This is an optimization exercise on Yosys and OpenROAD, whose aim is small area, not a production implementation. Only simulation tests tie the RTL to the original design; equivalence was not proved. Power and IR drop assume default switching activity.

// Calculator
module Calculator (
    input clk,
    input rst,
    input [1:0] InpNum,
    input InpSign,
    input [1:0] OP,
    output [6:0] InpSeg,
    output [6:0] ResSegUnits,
    output [6:0] ResSegTens,
    output [6:0] ResSegHundreds,
    output [6:0] SignSeg,
    output [6:0] ResSignSeg,
    output reg ZeroFlag,
    output SignFlag,
    output reg zeroResult
);
    reg [2:0] c;
    reg [1:0] pop;
    reg [3:0] U, T;
    reg S;
    wire [3:0] nU, nT;
    wire nS, nZF, nZR, hold;
    wire [2:0] nc;
    calc_comb cc (
        .U(U), .T(T), .S(S), .pop(pop), .c(c), .ni(InpNum), .s(InpSign),
        .nU(nU), .nT(nT), .nS(nS), .nZF(nZF), .nZR(nZR), .nc(nc), .hold(hold), .rst(rst),
        .segU(ResSegUnits), .segT(ResSegTens), .segH(ResSegHundreds), .segI(InpSeg));
    always @(posedge clk) begin
        c <= nc;
        pop <= OP;
        U <= nU;
        T <= nT;
        S <= nS;
        if (!hold) begin
            ZeroFlag <= nZF;
            zeroResult <= nZR;
        end
    end
    assign SignSeg = {InpSign, 6'b111111};
    assign ResSignSeg = {S, 6'b111111};
    assign SignFlag = S;
endmodule
Size in the first run: ~52 I/O pins, about 1500 µm² of cells after synthesis.
clock: 20.0 ns
lec_check: 0
cap_margin: 20
core_margin: 2
core_utilization: 25
cts_buf_list: sky130_fd_sc_hd__clkbuf_4
cts_cluster_diameter: 40
cts_cluster_size: 8
slew_margin: 20
standard.sh (not shown) runs the stock make flow with config.mk's settings and CLKGATE_MAP_FILE= SYNTH_SCRIPT=/design/flow/synth_recipe.tcl, a recipe that flattens the netlist after the stock synthesis.
==> flow/flow/run.sh <==
#!/bin/bash
# Own layout flow: the standard synthesis, then an area-oriented re-mapping of the
# combinational logic (registers and tie cells kept as the standard synthesis made them),
# then the standard layout with the smallest buffer on each port, and one tie cell per
# constant value instead of one per constant output.
set -uo pipefail
W=$(pwd)
R=$W/orfs/results/$FLOW_PLATFORM/Calculator/base
LIB=$FLOW_HOME/platforms/$FLOW_PLATFORM/lib/sky130_fd_sc_hd__tt_025C_1v80.lib
bash standard.sh synth > $W/log_standard_synth.txt 2>&1 || exit 1
cp $R/1_2_yosys.v $W/std_1_2_yosys.v
# candidate ABC scripts for the re-mapping; the smallest result that completes is used
# (mfs3 sometimes stops on an internal assertion, so several seeds and a plain one are tried)
S1='dch -f\namap -F 5 -A 4\ntopo\nmfs3 -ae\ntopo'
S2='dch -f\namap -F 5 -A 4\ntopo\nmfs3 -a\ntopo'
S3='dch -f\namap -F 10 -A 10\ntopo\nmfs3 -a\ntopo'
S4='dch -f\namap -F 5 -A 4\ntopo'
S5='dch -f\nmap -a\ntopo\nmfs3 -a\ntopo'
S6='dch -f\nmap -a\ntopo'
# each mapping script with the default &deepsyn seed, and the first one with a few more seeds
N=0
for ks in 1:0 2:0 3:0 4:0 5:0 6:0 1:5 1:17 1:29 1:41 1:53 1:67; do
  N=$((N+1))
  k=${ks%%:*}; sd=${ks##*:}
  eval "m=\$S$k"
  printf 'strash\n&get -n\n&deepsyn -T 20 -S %d\n&put\n%b\n' $sd "$m" > $W/remap$N.abc
done
run_one() {
local i=$1
cat > $W/remap$i.ys <<EOY
read_liberty -ignore_miss_func $LIB
read_verilog $W/std_1_2_yosys.v
hierarchy -top $FLOW_TOP
blackbox sky130_fd_sc_hd__*df* sky130_fd_sc_hd__conb_1
flatten
hierarchy -top $FLOW_TOP
opt_clean
abc -liberty $LIB -script $W/remap$i.abc -dont_use sky130_fd_sc_hd__probe* -dont_use sky130_fd_sc_hd__lpflow*
opt_clean
tee -o $W/remap$i.stat stat -liberty $LIB
hilomap -singleton -hicell sky130_fd_sc_hd__conb_1 HI -locell sky130_fd_sc_hd__conb_1 LO
insbuf -buf sky130_fd_sc_hd__buf_1 A X
splitnets
opt_clean -purge
write_verilog -noattr -nohex -nodec $W/remap$i.v
EOY
yosys -s $W/remap$i.ys > $W/log_remap${i}_yosys.txt 2>&1
}
for i in $(seq 1 $N); do
  run_one $i &
  if [ $((i % 4)) = 0 ]; then wait; fi
done
wait
best=""; besta=""
for i in $(seq 1 $N); do
  if [ -s $W/remap$i.v ] && [ -s $W/remap$i.stat ] && ! grep -q "ERROR" $W/log_remap${i}_yosys.txt; then
    a=$(awk '/Chip area/{print $NF}' $W/remap$i.stat)
    echo "remap $i: area $a" >> $W/log_remap_choice.txt
    if [ -z "$best" ] || awk "BEGIN{exit !($a < $besta)}"; then best=$i; besta=$a; fi
  else
    echo "remap $i: failed" >> $W/log_remap_choice.txt
  fi
done
if [ -n "$best" ]; then
  echo "using remap $best" >> $W/log_remap_choice.txt
  cp $W/remap$best.v $R/1_2_yosys.v
  touch $R/1_2_yosys.v
fi
bash standard.sh 'BUFFER_PORTS_ARGS=-buffer_cell sky130_fd_sc_hd__buf_1' SKIP_REPAIR_TIE_FANOUT=1 finish > $W/log_standard_finish.txt 2>&1
The first run completed without violations.
Rerun with:
--- a/flow/flow/run.sh
+++ b/flow/flow/run.sh
@@ -26 +26 @@
-  printf 'strash\n&get -n\n&deepsyn -T 20 -S %d\n&put\n%b\n' $sd "$m" > $W/remap$N.abc
+  printf 'strash\n&get -n\n&deepsyn -T 30 -S %d\n&put\n%b\n' $sd "$m" > $W/remap$N.abc
--- a/flow/config.mk
+++ b/flow/config.mk
@@ -12,2 +12 @@
-export CTS_CLUSTER_DIAMETER = 40
-export CTS_CLUSTER_SIZE = 8
+export PLACE_DENSITY = 0.8
Effect: Non-clock buffer count shrinks by 1. Clock-buffer cell count does not change. Clock power is about the same. Via count grows by 2.5%. Power shrinks by 33%. Critical path depth stays the same.

* * *

Calculator again, from the RTL that the note above started with.
// Calculator
module Calculator (
    input clk,
    input rst,
    input [1:0] InpNum,
    input InpSign,
    input [1:0] OP,
    output [6:0] InpSeg,
    output [6:0] ResSegUnits,
    output [6:0] ResSegTens,
    output [6:0] ResSegHundreds,
    output [6:0] SignSeg,
    output [6:0] ResSignSeg,
    output reg ZeroFlag,
    output SignFlag,
    output reg zeroResult
);
==> flow/config.mk <==
export PLATFORM = sky130hd
export DESIGN_NAME = Calculator
export DESIGN_NICKNAME = Calculator
export VERILOG_FILES = /design/flow/design.v
export SDC_FILE = /design/flow/constraint.sdc
export NUM_CORES = 4
export LEC_CHECK = 0
export CAP_MARGIN = 20
export CORE_MARGIN = 2
export CORE_UTILIZATION = 30
export CTS_BUF_LIST = sky130_fd_sc_hd__clkbuf_4
export PLACE_DENSITY = 0.75
export SLEW_MARGIN = 20
==> flow/constraint.sdc <==
create_clock -name core_clock -period 20.0 [get_ports {clk}]
set_input_delay 4.0000 -clock core_clock [delete_from_list [all_inputs] [get_ports {clk}]]
set_output_delay 4.0000 -clock core_clock [all_outputs]
set_load 0.01 [all_outputs]
==> flow/flow/run.sh <==
#!/bin/bash
# Own layout flow: the standard synthesis, then an area-oriented re-mapping of the
# combinational logic (registers and tie cells kept as the standard synthesis made them),
# then the standard layout with the smallest buffer on each port, and one tie cell per
# constant value instead of one per constant output.
set -uo pipefail
W=$(pwd)
R=$W/orfs/results/$FLOW_PLATFORM/Calculator/base
LIB=$FLOW_HOME/platforms/$FLOW_PLATFORM/lib/sky130_fd_sc_hd__tt_025C_1v80.lib
bash standard.sh synth > $W/log_standard_synth.txt 2>&1 || exit 1
cp $R/1_2_yosys.v $W/std_1_2_yosys.v
# candidate ABC scripts for the re-mapping; the smallest result that completes is used
# (mfs3 sometimes stops on an internal assertion, so several seeds and a plain one are tried)
S1='dch -f\namap -F 5 -A 4\ntopo\nmfs3 -ae\ntopo'
S2='dch -f\namap -F 5 -A 4\ntopo\nmfs3 -a\ntopo'
S3='dch -f\namap -F 10 -A 10\ntopo\nmfs3 -a\ntopo'
S4='dch -f\namap -F 5 -A 4\ntopo'
S5='dch -f\nmap -a\ntopo\nmfs3 -a\ntopo'
S6='dch -f\nmap -a\ntopo'
# each mapping script with the default &deepsyn seed, and the first one with a few more seeds
N=0
for ks in 1:0 2:0 3:0 4:0 5:0 6:0 1:5 1:17 1:29 1:41 1:53 1:67; do
  N=$((N+1))
  k=${ks%%:*}; sd=${ks##*:}
  eval "m=\$S$k"
  printf 'strash\n&get -n\n&deepsyn -T 30 -S %d\n&put\n%b\n' $sd "$m" > $W/remap$N.abc
done
run_one() {
local i=$1
cat > $W/remap$i.ys <<EOY
read_liberty -ignore_miss_func $LIB
read_verilog $W/std_1_2_yosys.v
hierarchy -top $FLOW_TOP
blackbox sky130_fd_sc_hd__*df* sky130_fd_sc_hd__conb_1
flatten
hierarchy -top $FLOW_TOP
opt_clean
abc -liberty $LIB -script $W/remap$i.abc -dont_use sky130_fd_sc_hd__probe* -dont_use sky130_fd_sc_hd__lpflow*
opt_clean
tee -o $W/remap$i.stat stat -liberty $LIB
hilomap -singleton -hicell sky130_fd_sc_hd__conb_1 HI -locell sky130_fd_sc_hd__conb_1 LO
insbuf -buf sky130_fd_sc_hd__buf_1 A X
splitnets
opt_clean -purge
write_verilog -noattr -nohex -nodec $W/remap$i.v
EOY
yosys -s $W/remap$i.ys > $W/log_remap${i}_yosys.txt 2>&1
}
for i in $(seq 1 $N); do
  run_one $i &
  if [ $((i % 4)) = 0 ]; then wait; fi
done
wait
best=""; besta=""
for i in $(seq 1 $N); do
  if [ -s $W/remap$i.v ] && [ -s $W/remap$i.stat ] && ! grep -q "ERROR" $W/log_remap${i}_yosys.txt; then
    a=$(awk '/Chip area/{print $NF}' $W/remap$i.stat)
    echo "remap $i: area $a" >> $W/log_remap_choice.txt
    if [ -z "$best" ] || awk "BEGIN{exit !($a < $besta)}"; then best=$i; besta=$a; fi
  else
    echo "remap $i: failed" >> $W/log_remap_choice.txt
  fi
done
if [ -n "$best" ]; then
  echo "using remap $best" >> $W/log_remap_choice.txt
  cp $W/remap$best.v $R/1_2_yosys.v
  touch $R/1_2_yosys.v
fi
bash standard.sh 'BUFFER_PORTS_ARGS=-buffer_cell sky130_fd_sc_hd__buf_1' SKIP_REPAIR_TIE_FANOUT=1 finish > $W/log_standard_finish.txt 2>&1
The starting point completed without violations.
Change:
--- a/flow/flow/run.sh
+++ b/flow/flow/run.sh
@@ -24,5 +24,5 @@
   k=${ks%%:*}; sd=${ks##*:}
   eval "m=\$S$k"
-  printf 'strash\n&get -n\n&deepsyn -T 30 -S %d\n&put\n%b\n' $sd "$m" > $W/remap$N.abc
+  printf 'strash\n&get -n\n&deepsyn -T 20 -S %d\n&put\n%b\n' $sd "$m" > $W/remap$N.abc
 done
 run_one() {
--- a/flow/config.mk
+++ b/flow/config.mk
@@ -8,6 +8,6 @@
 export CAP_MARGIN = 20
 export CORE_MARGIN = 2
-export CORE_UTILIZATION = 30
+export CORE_UTILIZATION = 25
 export CTS_BUF_LIST = sky130_fd_sc_hd__clkbuf_4
-export PLACE_DENSITY = 0.75
+export CTS_CLUSTER_SIZE = 6
 export SLEW_MARGIN = 20
Effect:
- The changed run ran to the end with no violations
- total power went up by 55%
- cell area goes up by 3.5%
- hold slack got worse by 9.2 ps
- routed wire length rises by 9.4%
- sequential power increases by 31%
- sequential share of layout area decreases by 0.72 points
- final cell count went up by about 6%
- via count fell by 1.1%
- clock-buffer cell count goes down by 1
Change:
--- a/flow/flow/run.sh
+++ b/flow/flow/run.sh
@@ -18,14 +18,10 @@
 S5='dch -f\nmap -a\ntopo\nmfs3 -a\ntopo'
 S6='dch -f\nmap -a\ntopo'
-# each mapping script with the default &deepsyn seed, and the first one with a few more seeds
-N=0
-for ks in 1:0 2:0 3:0 4:0 5:0 6:0 1:5 1:17 1:29 1:41 1:53 1:67; do
-  N=$((N+1))
-  k=${ks%%:*}; sd=${ks##*:}
-  eval "m=\$S$k"
-  printf 'strash\n&get -n\n&deepsyn -T 20 -S %d\n&put\n%b\n' $sd "$m" > $W/remap$N.abc
+for i in 1 2 3 4 5 6; do
+  eval "m=\$S$i"
+  printf 'strash\n&get -n\n&deepsyn -T 20\n&put\n%b\n' "$m" > $W/remap$i.abc
 done
-run_one() {
-local i=$1
+best=""; besta=""
+for i in 1 2 3 4 5 6; do
 cat > $W/remap$i.ys <<EOY
 read_liberty -ignore_miss_func $LIB
@@ -45,14 +41,5 @@
 write_verilog -noattr -nohex -nodec $W/remap$i.v
 EOY
-yosys -s $W/remap$i.ys > $W/log_remap${i}_yosys.txt 2>&1
-}
-for i in $(seq 1 $N); do
-  run_one $i &
-  if [ $((i % 4)) = 0 ]; then wait; fi
-done
-wait
-best=""; besta=""
-for i in $(seq 1 $N); do
-  if [ -s $W/remap$i.v ] && [ -s $W/remap$i.stat ] && ! grep -q "ERROR" $W/log_remap${i}_yosys.txt; then
+  if yosys -s $W/remap$i.ys > $W/log_remap${i}_yosys.txt 2>&1 && [ -s $W/remap$i.v ]; then
     a=$(awk '/Chip area/{print $NF}' $W/remap$i.stat)
     echo "remap $i: area $a" >> $W/log_remap_choice.txt
--- a/flow/config.mk
+++ b/flow/config.mk
@@ -9,5 +9,4 @@
 export CORE_MARGIN = 2
 export CORE_UTILIZATION = 25
-export CTS_BUF_LIST = sky130_fd_sc_hd__clkbuf_4
-export CTS_CLUSTER_SIZE = 6
+export CTS_BUF_LIST = sky130_fd_sc_hd__clkbuf_4 sky130_fd_sc_hd__clkbuf_8
 export SLEW_MARGIN = 20
- The changed run ran to the end with no violations
- wire length goes down by 1.9%
- worst hold slack barely changes
- area after synthesis decreases by 2.0%
- critical path depth stays the same
- via count shrinks by 3.4%
- worst setup slack improves by 11 ps
- total power decreases by 33%
- cell count fell by 0.59%
- non-clock buffer count goes down by 1
- sequential share of layout area goes up by 0.23 points
- first-iteration DRC count increases by 64%
Change:
==> flow/flow/run.sh (replaced) <==
#!/bin/bash
# Own layout flow: the standard synthesis, then an area-oriented re-mapping of the
# combinational logic (registers and tie cells kept as the standard synthesis made them),
# then the standard layout with the smallest buffer on each port.
set -euo pipefail
W=$(pwd)
R=$W/orfs/results/$FLOW_PLATFORM/Calculator/base
LIB=$FLOW_HOME/platforms/$FLOW_PLATFORM/lib/sky130_fd_sc_hd__tt_025C_1v80.lib
bash standard.sh synth > $W/log_standard_synth.txt 2>&1
cp $R/1_2_yosys.v $W/std_1_2_yosys.v
cat > $W/remap.abc <<EOA
strash
&get -n
&deepsyn -T 60
&put
dch -f
map -a
topo
EOA
cat > $W/remap.ys <<EOY
read_liberty -ignore_miss_func $LIB
read_verilog $W/std_1_2_yosys.v
hierarchy -top $FLOW_TOP
blackbox sky130_fd_sc_hd__*df* sky130_fd_sc_hd__*dl* sky130_fd_sc_hd__conb_1
flatten
hierarchy -top $FLOW_TOP
opt_clean
abc -liberty $LIB -script $W/remap.abc -dont_use sky130_fd_sc_hd__probe* -dont_use sky130_fd_sc_hd__lpflow*
opt_clean
hilomap -singleton -hicell sky130_fd_sc_hd__conb_1 HI -locell sky130_fd_sc_hd__conb_1 LO
insbuf -buf sky130_fd_sc_hd__buf_4 A X
splitnets
opt_clean -purge
stat -liberty $LIB
write_verilog -noattr -nohex -nodec $R/1_2_yosys.v
EOY
yosys -s $W/remap.ys > $W/log_remap_yosys.txt 2>&1
touch $R/1_2_yosys.v
bash standard.sh 'BUFFER_PORTS_ARGS=-buffer_cell sky130_fd_sc_hd__buf_1' SKIP_REPAIR_TIE_FANOUT=1 finish > $W/log_standard_finish.txt 2>&1
--- a/flow/config.mk
+++ b/flow/config.mk
@@ -9,4 +9,3 @@
 export CORE_MARGIN = 2
 export CORE_UTILIZATION = 25
-export CTS_BUF_LIST = sky130_fd_sc_hd__clkbuf_4 sky130_fd_sc_hd__clkbuf_8
 export SLEW_MARGIN = 20
Effect: The new run went through all stages and came out clean; combinational power rose by 27%; via count rises by 4.5%; clock power climbs by 7.9%; design area rises by 3.9%; sequential share of layout area falls by 0.77 points; global-route usage went down by 0.56 points; synthesized area goes up by 9.4%; routed wire length increases by 7.8%; worst setup slack is worse by 76 ps; fmax went down by 0.83%; non-clock buffer count stays the same.
Change:
==> flow/flow/run.sh (replaced) <==
#!/bin/bash
# Own layout flow: the standard synthesis, then an area-oriented re-mapping of the
# combinational logic (registers and tie cells kept as the standard synthesis made them),
# then the standard layout with the smallest buffer on each port, and one tie cell per
# constant value instead of one per constant output.
set -uo pipefail
W=$(pwd)
R=$W/orfs/results/$FLOW_PLATFORM/Calculator/base
LIB=$FLOW_HOME/platforms/$FLOW_PLATFORM/lib/sky130_fd_sc_hd__tt_025C_1v80.lib
bash standard.sh synth > $W/log_standard_synth.txt 2>&1 || exit 1
cp $R/1_2_yosys.v $W/std_1_2_yosys.v
# candidate ABC scripts for the re-mapping; the smallest result that completes is used
# (mfs3 sometimes stops on an internal assertion, so several seeds and a plain one are tried)
for i in 1 2 3 4 5 6; do
  if [ $((i % 2)) = 1 ]; then m='mfs3 -a'; else m='mfs3 -ae'; fi
  printf 'strash\n&get -n\n&deepsyn -T 20\n&put\ndch -f\nmap -a\ntopo\n%s\ntopo\n' "$m" > $W/remap$i.abc
done
printf 'strash\n&get -n\n&deepsyn -T 20\n&put\ndch -f\nmap -a\ntopo\n' > $W/remap7.abc
best=""; besta=""
for i in 1 2 3 4 5 6 7; do
cat > $W/remap$i.ys <<EOY
read_liberty -ignore_miss_func $LIB
read_verilog $W/std_1_2_yosys.v
hierarchy -top $FLOW_TOP
blackbox sky130_fd_sc_hd__*df* sky130_fd_sc_hd__conb_1
flatten
hierarchy -top $FLOW_TOP
opt_clean
abc -liberty $LIB -script $W/remap$i.abc -dont_use sky130_fd_sc_hd__probe* -dont_use sky130_fd_sc_hd__lpflow*
opt_clean
tee -o $W/remap$i.stat stat -liberty $LIB
hilomap -singleton -hicell sky130_fd_sc_hd__conb_1 HI -locell sky130_fd_sc_hd__conb_1 LO
insbuf -buf sky130_fd_sc_hd__buf_4 A X
splitnets
opt_clean -purge
write_verilog -noattr -nohex -nodec $W/remap$i.v
EOY
  if yosys -s $W/remap$i.ys > $W/log_remap${i}_yosys.txt 2>&1 && [ -s $W/remap$i.v ]; then
    a=$(awk '/Chip area/{print $NF}' $W/remap$i.stat)
    echo "remap $i: area $a" >> $W/log_remap_choice.txt
    if [ -z "$best" ] || awk "BEGIN{exit !($a < $besta)}"; then best=$i; besta=$a; fi
  else
    echo "remap $i: failed" >> $W/log_remap_choice.txt
  fi
done
if [ -n "$best" ]; then
  echo "using remap $best" >> $W/log_remap_choice.txt
  cp $W/remap$best.v $R/1_2_yosys.v
  touch $R/1_2_yosys.v
fi
bash standard.sh 'BUFFER_PORTS_ARGS=-buffer_cell sky130_fd_sc_hd__buf_1' SKIP_REPAIR_TIE_FANOUT=1 finish > $W/log_standard_finish.txt 2>&1
--- a/flow/config.mk
+++ b/flow/config.mk
@@ -9,3 +9,4 @@
 export CORE_MARGIN = 2
 export CORE_UTILIZATION = 25
+export CTS_BUF_LIST = sky130_fd_sc_hd__clkbuf_4
 export SLEW_MARGIN = 20
Outcome: Setup slack got worse by 460 ps. Fmax goes down by 4.8%. Power goes down by 14%. Utilization goes down by 0.68 points. Non-clock buffer count goes down by 1. First-iteration DRC count goes up by 15%. Area after synthesis goes down by 2.1%. Wire length goes down by 10%. Hold slack improved by 44 ps.
Change:
==> flow/flow/run.sh (replaced) <==
#!/bin/bash
# Own layout flow: the standard synthesis, then an area-oriented re-mapping of the
# combinational logic (registers and tie cells kept as the standard synthesis made them),
# then the standard layout with the smallest buffer on each port.
set -euo pipefail
W=$(pwd)
R=$W/orfs/results/$FLOW_PLATFORM/Calculator/base
LIB=$FLOW_HOME/platforms/$FLOW_PLATFORM/lib/sky130_fd_sc_hd__tt_025C_1v80.lib
bash standard.sh synth > $W/log_standard_synth.txt 2>&1
cp $R/1_2_yosys.v $W/std_1_2_yosys.v
cat > $W/remap.abc <<EOA
strash
&get -n
&deepsyn -T 60
&put
dch -f
map -a
topo
EOA
cat > $W/remap.ys <<EOY
read_liberty -ignore_miss_func $LIB
read_verilog $W/std_1_2_yosys.v
hierarchy -top $FLOW_TOP
blackbox sky130_fd_sc_hd__*df* sky130_fd_sc_hd__*dl* sky130_fd_sc_hd__conb_1
flatten
hierarchy -top $FLOW_TOP
opt_clean
abc -liberty $LIB -script $W/remap.abc -dont_use sky130_fd_sc_hd__probe* -dont_use sky130_fd_sc_hd__lpflow*
opt_clean
hilomap -singleton -hicell sky130_fd_sc_hd__conb_1 HI -locell sky130_fd_sc_hd__conb_1 LO
insbuf -buf sky130_fd_sc_hd__buf_4 A X
splitnets
opt_clean -purge
stat -liberty $LIB
write_verilog -noattr -nohex -nodec $R/1_2_yosys.v
EOY
yosys -s $W/remap.ys > $W/log_remap_yosys.txt 2>&1
touch $R/1_2_yosys.v
bash standard.sh 'BUFFER_PORTS_ARGS=-buffer_cell sky130_fd_sc_hd__buf_1' finish > $W/log_standard_finish.txt 2>&1
--- a/flow/config.mk
+++ b/flow/config.mk
@@ -9,4 +9,3 @@
 export CORE_MARGIN = 2
 export CORE_UTILIZATION = 25
-export CTS_BUF_LIST = sky130_fd_sc_hd__clkbuf_4
 export SLEW_MARGIN = 20
The changed run produced a clean layout.
Design area is higher by 5.9%.
Via count is higher by 10%.
Maximum frequency is higher by 0.76%.
Global-route usage is higher by 1.2 points.
Routed wire length is higher by 9.5%.
Cell count is higher by 12%.
Sequential power is higher by about 3%.

[port drivers added, routing unchanged]
Ports are ideal in the flow. The routed layouts listed here were re-timed in OpenROAD. Step 1, drivers: a clkbuf_16 drives clk and a buf_2 each remaining input, both assumed. Step 2 also shifts input and output timing later by t, the mid clock arrival at the registers, as if the neighbouring blocks saw the same clock. Slacks: no drivers / after step 1 / after step 2; pairs: no drivers / after step 1.
run	shift t [ns]	setup slack, ns	hold slack, ns	worst register clock-pin slew, ns	pins driven straight from the clock port
the first run of note 1	0.317	10.892 / 10.869 / 10.869	0.461 / 0.461 / 0.461	0.09 / 0.09	1
the second run of note 1	0.307	10.914 / 10.890 / 10.890	0.471 / 0.471 / 0.471	0.10 / 0.10	1
the first run of note 2	0.309	11.135 / 11.113 / 11.113	0.470 / 0.470 / 0.470	0.11 / 0.11	1
the second run of note 2	0.317	10.892 / 10.869 / 10.869	0.461 / 0.461 / 0.461	0.09 / 0.09	1
the third run of note 2	0.270	10.902 / 10.880 / 10.880	0.459 / 0.459 / 0.459	0.07 / 0.07	1
the fourth run of note 2	0.286	10.826 / 10.804 / 10.804	0.428 / 0.428 / 0.428	0.08 / 0.08	1
the fifth run of note 2	0.318	10.366 / 10.336 / 10.336	0.473 / 0.473 / 0.473	0.12 / 0.12	1
the sixth run of note 2	0.286	10.439 / 10.413 / 10.413	0.423 / 0.423 / 0.423	0.08 / 0.08	1
After both steps setup and hold are still met in every run listed. The setup slack of the fifth run of note 2, which loses most, moves by -0.030 ns with the drivers and by -0.030 ns with both steps.
